This is an optimization exercise on Yosys and OpenROAD, whose aim is small area, a short achievable clock period and few clock cycles, not a production implementation. At most, simulation tests tie the RTL to the original design; equivalence was not proved. Power figures rest on the tool's default switching activity, not on a simulated workload.

## run E
==> flow/design.v <==
module ECE564MyDesign
	    (
            input  wire               xxx__dut__run            ,
            output reg                dut__xxx__busy           ,
            input  wire               clk                      ,
            input  wire               reset_b                  ,
            output reg  [11:0]        dut__sram__write_address  ,
            output wire [15:0]        dut__sram__write_data     ,
            output reg                dut__sram__write_enable   ,
            output wire [11:0]        dut__sram__read_address   ,
            input  wire [15:0]        sram__dut__read_data      ,
            output wire [11:0]        dut__gmem__read_address   ,
            input  wire [15:0]        gmem__dut__read_data      ,
            output wire [11:0]        dut__tanhmem__read_address     ,
            input  wire [15:0]        tanhmem__dut__read_data
            );
function [71:0] csa;
	input [35:0] x, y, z;
	begin
		csa = {(x & y) | (x & z) | (y & z), x ^ y ^ z};
	end
endfunction
function [71:0] booth8;
	input [15:0] x;
	input [15:0] y;
	integer k;
	reg [2:0]  d;
	reg [7:0]  ng;
	reg [16:0] mag, pk;
	reg [35:0] r0, r1, r2, r3, r4, r5, r6, r7, r8, rk;
	reg [71:0] a1, a2, a3, b1, b2, c1, e1;
	begin
		for (k = 0; k < 8; k = k + 1) begin
			d  = (k == 0) ? {y[1:0], 1'b0} : y[2*k-1 +: 3];
			ng[k] = d[2] & ~(d[1] & d[0]);
			case (d)
				3'b001, 3'b010, 3'b101, 3'b110: mag = {x[15], x};
				3'b011, 3'b100:                 mag = {x, 1'b0};
				default:                        mag = 17'd0;
			endcase
			pk = mag ^ {17{ng[k]}};
			rk = {19'd0, ~pk[16], pk[15:0]} << (2*k);
			if (k > 0)
				rk = rk | ({35'd0, ng[k-1]} << (2*k-2));
			case (k)
				0: r0 = rk;  1: r1 = rk;  2: r2 = rk;  3: r3 = rk;
				4: r4 = rk;  5: r5 = rk;  6: r6 = rk;  default: r7 = rk;
			endcase
		end
		r8 = 36'hFAAAB0000 | {21'd0, ng[7], 14'd0};
		a1 = csa(r0, r1, r2);
		a2 = csa(r3, r4, r5);
		a3 = csa(r6, r7, r8);
		b1 = csa(a1[35:0], {a1[70:36], 1'b0}, a2[35:0]);
		b2 = csa({a2[70:36], 1'b0}, a3[35:0], {a3[70:36], 1'b0});
		c1 = csa(b1[35:0], {b1[70:36], 1'b0}, b2[35:0]);
		e1 = csa(c1[35:0], {c1[70:36], 1'b0}, {b2[70:36], 1'b0});
		booth8 = {e1[70:36], 1'b0, e1[35:0]};
	end
endfunction
reg  [12:0] n;
wire [3:0]  p = n[3:0];
wire [8:0]  q = n[12:4];
always @(posedge clk)
	if (!reset_b)
		n <= 13'd0;
	else
		n <= (n + 13'd1) & {13{xxx__dut__run | dut__xxx__busy}};
assign dut__sram__read_address = {3'b000, n[11:8], n[3:0], 1'b0};
assign dut__gmem__read_address = {3'b000, n[7:4],  n[3:0], 1'b0};
reg ph_first, ph_cap, ph_up, ph_tl, ph_tu, ph_ld, ph_step, ph_fin;
always @(posedge clk) begin
	ph_first <= (p == 4'd2);                
	ph_cap   <= (p == 4'd2);                
	ph_up    <= (p == 4'd3);
	ph_tl    <= (p == 4'd4);
	ph_tu    <= (p == 4'd5);
	ph_ld    <= (p == 4'd6);
	ph_step  <= p[3] | (p == 4'd7);
	ph_fin   <= (p == 4'd0);
end
reg [15:0] xr, gr;
always @(posedge clk) begin
	xr <= sram__dut__read_data;
	gr <= gmem__dut__read_data;
end
reg  [35:0] ms, mc;
reg  [35:0] acc;
always @(posedge clk) begin
	{mc, ms} <= booth8(xr, gr);
	acc <= (ph_first ? 36'd0 : acc) + ms + mc;
end
wire        s   = acc[35];
wire [35:0] Ap  = acc ^ {36{s}};
wire        sat = (|Ap[35:32]) | (s & (&Ap[31:0]));
reg         neg, sat_r;
reg  [23:0] F;
reg  [8:0]  taddr;
reg  [15:0] tL;
assign dut__tanhmem__read_address = {2'b00, taddr, 1'b0};
always @(posedge clk) begin
	if (ph_cap) begin
		neg   <= acc[35];
		sat_r <= sat;
		F     <= Ap[23:0];
		taddr <= sat ? 9'd255 : {1'b0, Ap[31:24]};
	end
	if (ph_up && !sat_r)
		taddr <= taddr + 9'd1;
	if (ph_tl)
		tL <= tanhmem__dut__read_data;
end
reg  [18:0] Dsh;
wire [15:0] R;
reg  [24:0] H;
reg         sticky;
wire        ng0 = Dsh[2] & ~(Dsh[1] & Dsh[0]);
wire [24:0] mg0 = (Dsh[2:0] == 3'b011 || Dsh[2:0] == 3'b100) ? {F, 1'b0} :
                  (Dsh[1] ^ Dsh[0]) ? {1'b0, F} : 25'd0;
wire [26:0] T   = {{2{H[24]}}, H} + ({2'd0, mg0} ^ {27{ng0}}) + {26'd0, ng0};
wire [18:0] D2  = {2'b00, Dsh[16:1], 1'b0} - {2'b00, tL, 1'b0};
always @(posedge clk) begin
	if (ph_tu) begin
		Dsh    <= {2'b00, tanhmem__dut__read_data, 1'b0};    
	end else if (ph_ld) begin
		Dsh    <= D2;
		H      <= {{7{D2[18]}}, D2[18:1]} & {25{neg}};
		sticky <= 1'b0;
	end else if (ph_step) begin
		Dsh    <= {{2{Dsh[18]}}, Dsh[18:2]};
		H      <= T[26:2];
		sticky <= sticky | (|T[1:0]);
	end else if (ph_fin) begin
		H[15:0] <= R;                                
	end
end
wire        st = sticky | (|H[5:0]);
assign      R  = (tL + H[21:6] + {16{neg & ~st}}) ^ {16{neg}};
assign dut__sram__write_data = H[15:0];
always @(posedge clk) begin
	if (!reset_b) begin
		dut__xxx__busy          <= 1'b0;
		dut__sram__write_enable <= 1'b0;
	end else begin
		if (xxx__dut__run)
			dut__xxx__busy <= 1'b1;
		else if (q == 9'd257 && p == 4'd2)
			dut__xxx__busy <= 1'b0;
		dut__sram__write_enable <= dut__xxx__busy && p == 4'd1 && q >= 9'd2 && q <= 9'd257;
	end
	dut__sram__write_address <= {3'b001, q[7:0] - 8'd2, 1'b0};
end
endmodule
==> flow/config.mk <==
export PLATFORM = sky130hd
export DESIGN_NAME = ECE564MyDesign
export DESIGN_NICKNAME = ECE564MyDesign
export VERILOG_FILES = /design/flow/design.v
export SDC_FILE = /design/flow/constraint.sdc
export NUM_CORES = 4
export LEC_CHECK = 0
export ABC_CLOCK_PERIOD_IN_PS = 3500
export CAP_MARGIN = 20
export CORE_MARGIN = 2
export CORE_UTILIZATION = 40
export CTS_BUF_LIST = sky130_fd_sc_hd__clkbuf_4 sky130_fd_sc_hd__clkbuf_8
export SLEW_MARGIN = 20
==> flow/constraint.sdc <==
create_clock -name core_clock -period 11.0 [get_ports {clk}]
set_input_delay 2.2000 -clock core_clock [delete_from_list [all_inputs] [get_ports {clk}]]
set_output_delay 2.2000 -clock core_clock [all_outputs]
set_load 0.01 [all_outputs]
standard.sh (not shown) runs the stock make flow with config.mk's settings and CLKGATE_MAP_FILE= SYNTH_SCRIPT=/design/flow/synth_recipe.tcl, a recipe that flattens the netlist after the stock synthesis.
==> flow/flow/run.sh <==
#!/bin/bash
# Standard layout (the standard.sh, the design's constraint.sdc), with
#  - the port buffers made with the smallest plain buffer.
set -euo pipefail
bash standard.sh SETUP_SLACK_MARGIN=7 \
  "BUFFER_PORTS_ARGS=-buffer_cell sky130_fd_sc_hd__buf_1" \
  finish > flow_standard.log 2>&1
Run E completed end to end with timing, DRC and antenna clean.
### run E -> run D
--- a/flow/design.v
+++ b/flow/design.v
@@ -5,7 +5,7 @@
             input  wire               clk                      ,
             input  wire               reset_b                  ,
             output reg  [11:0]        dut__sram__write_address  ,
-            output wire [15:0]        dut__sram__write_data     ,
+            output reg  [15:0]        dut__sram__write_data     ,
             output reg                dut__sram__write_enable   ,
             output wire [11:0]        dut__sram__read_address   ,
             input  wire [15:0]        sram__dut__read_data      ,
@@ -68,21 +68,20 @@
 		n <= (n + 13'd1) & {13{xxx__dut__run | dut__xxx__busy}};
 assign dut__sram__read_address = {3'b000, n[11:8], n[3:0], 1'b0};
 assign dut__gmem__read_address = {3'b000, n[7:4],  n[3:0], 1'b0};
-reg ph_first, ph_cap, ph_up, ph_tl, ph_tu, ph_ld, ph_step, ph_fin;
+reg ph_first, ph_cap, ph_up, ph_tl, ph_ld, ph_step;
 always @(posedge clk) begin
 	ph_first <= (p == 4'd2);                
 	ph_cap   <= (p == 4'd2);                
 	ph_up    <= (p == 4'd3);
-	ph_tl    <= (p == 4'd4);
-	ph_tu    <= (p == 4'd5);
+	ph_tl    <= (p == 4'd5);
 	ph_ld    <= (p == 4'd6);
 	ph_step  <= p[3] | (p == 4'd7);
-	ph_fin   <= (p == 4'd0);
 end
-reg [15:0] xr, gr;
+reg [15:0] xr, gr, tr;
 always @(posedge clk) begin
 	xr <= sram__dut__read_data;
 	gr <= gmem__dut__read_data;
+	tr <= tanhmem__dut__read_data;
 end
 reg  [35:0] ms, mc;
 reg  [35:0] acc;
@@ -108,21 +107,18 @@
 	if (ph_up && !sat_r)
 		taddr <= taddr + 9'd1;
 	if (ph_tl)
-		tL <= tanhmem__dut__read_data;
+		tL <= tr;
 end
 reg  [18:0] Dsh;
-wire [15:0] R;
 reg  [24:0] H;
 reg         sticky;
 wire        ng0 = Dsh[2] & ~(Dsh[1] & Dsh[0]);
 wire [24:0] mg0 = (Dsh[2:0] == 3'b011 || Dsh[2:0] == 3'b100) ? {F, 1'b0} :
                   (Dsh[1] ^ Dsh[0]) ? {1'b0, F} : 25'd0;
 wire [26:0] T   = {{2{H[24]}}, H} + ({2'd0, mg0} ^ {27{ng0}}) + {26'd0, ng0};
-wire [18:0] D2  = {2'b00, Dsh[16:1], 1'b0} - {2'b00, tL, 1'b0};
+wire [18:0] D2  = {2'b00, tr, 1'b0} - {2'b00, tL, 1'b0};
 always @(posedge clk) begin
-	if (ph_tu) begin
-		Dsh    <= {2'b00, tanhmem__dut__read_data, 1'b0};    
-	end else if (ph_ld) begin
+	if (ph_ld) begin
 		Dsh    <= D2;
 		H      <= {{7{D2[18]}}, D2[18:1]} & {25{neg}};
 		sticky <= 1'b0;
@@ -130,13 +126,10 @@
 		Dsh    <= {{2{Dsh[18]}}, Dsh[18:2]};
 		H      <= T[26:2];
 		sticky <= sticky | (|T[1:0]);
-	end else if (ph_fin) begin
-		H[15:0] <= R;                                
 	end
 end
 wire        st = sticky | (|H[5:0]);
-assign      R  = (tL + H[21:6] + {16{neg & ~st}}) ^ {16{neg}};
-assign dut__sram__write_data = H[15:0];
+wire [15:0] R  = (tL + H[21:6] + {16{neg & ~st}}) ^ {16{neg}};
 always @(posedge clk) begin
 	if (!reset_b) begin
 		dut__xxx__busy          <= 1'b0;
@@ -148,6 +141,7 @@
 			dut__xxx__busy <= 1'b0;
 		dut__sram__write_enable <= dut__xxx__busy && p == 4'd1 && q >= 9'd2 && q <= 9'd257;
 	end
+	dut__sram__write_data    <= R;
 	dut__sram__write_address <= {3'b001, q[7:0] - 8'd2, 1'b0};
 end
 endmodule
Findings:
- A launch point of the worst path of H[4] is what run E shows, while ph_first belongs to run D.
- Run E → run D: clock tree buffer count of the final layout now sits higher; switching share of power decreased 1.1 points; cell area after layout went up.
- Compared with run E, in run D worst-case setup margin in the final layout +0.51 ns, relative contribution of the clock network to total power +2.0 points, via count -1.0%.
- Compared to run E, run D has final clock period utilization by the worst path 4.6 points lower.
- Compared with run E, run D shows a higher number of inserted filler cells in the final layout.
Testbench counts of run D, summed over its fixed seeds: cycles 98,784.
The RTL of run E was laid out without a check of its function.

## afterwards: timing with drivers on the ports
No port has a modelled driver above. Below, the same layouts with a new extraction and two added sets of constraints.
Step 1, drivers: a clkbuf_16 drives clk and a buf_2 each remaining input, both assumed.
Step 2 moves the port delays by t, midway between the first and last clock arrival at a register: inputs arrive t later, outputs are due t later. That takes back most of the time a late clock gives input paths.
Three values: ideal, step 1, step 2; two values: the first two.
run | shift t [ns] | slack for setup (ns) | latest minus earliest clock arrival (ns)
run E | 0.663 | 6.649 / 6.649 / 6.649 | 0.024 / 0.023
run D | 0.703 | 7.157 / 7.157 / 7.157 | 0.038 / 0.038
After both steps every run listed still meets setup and hold.
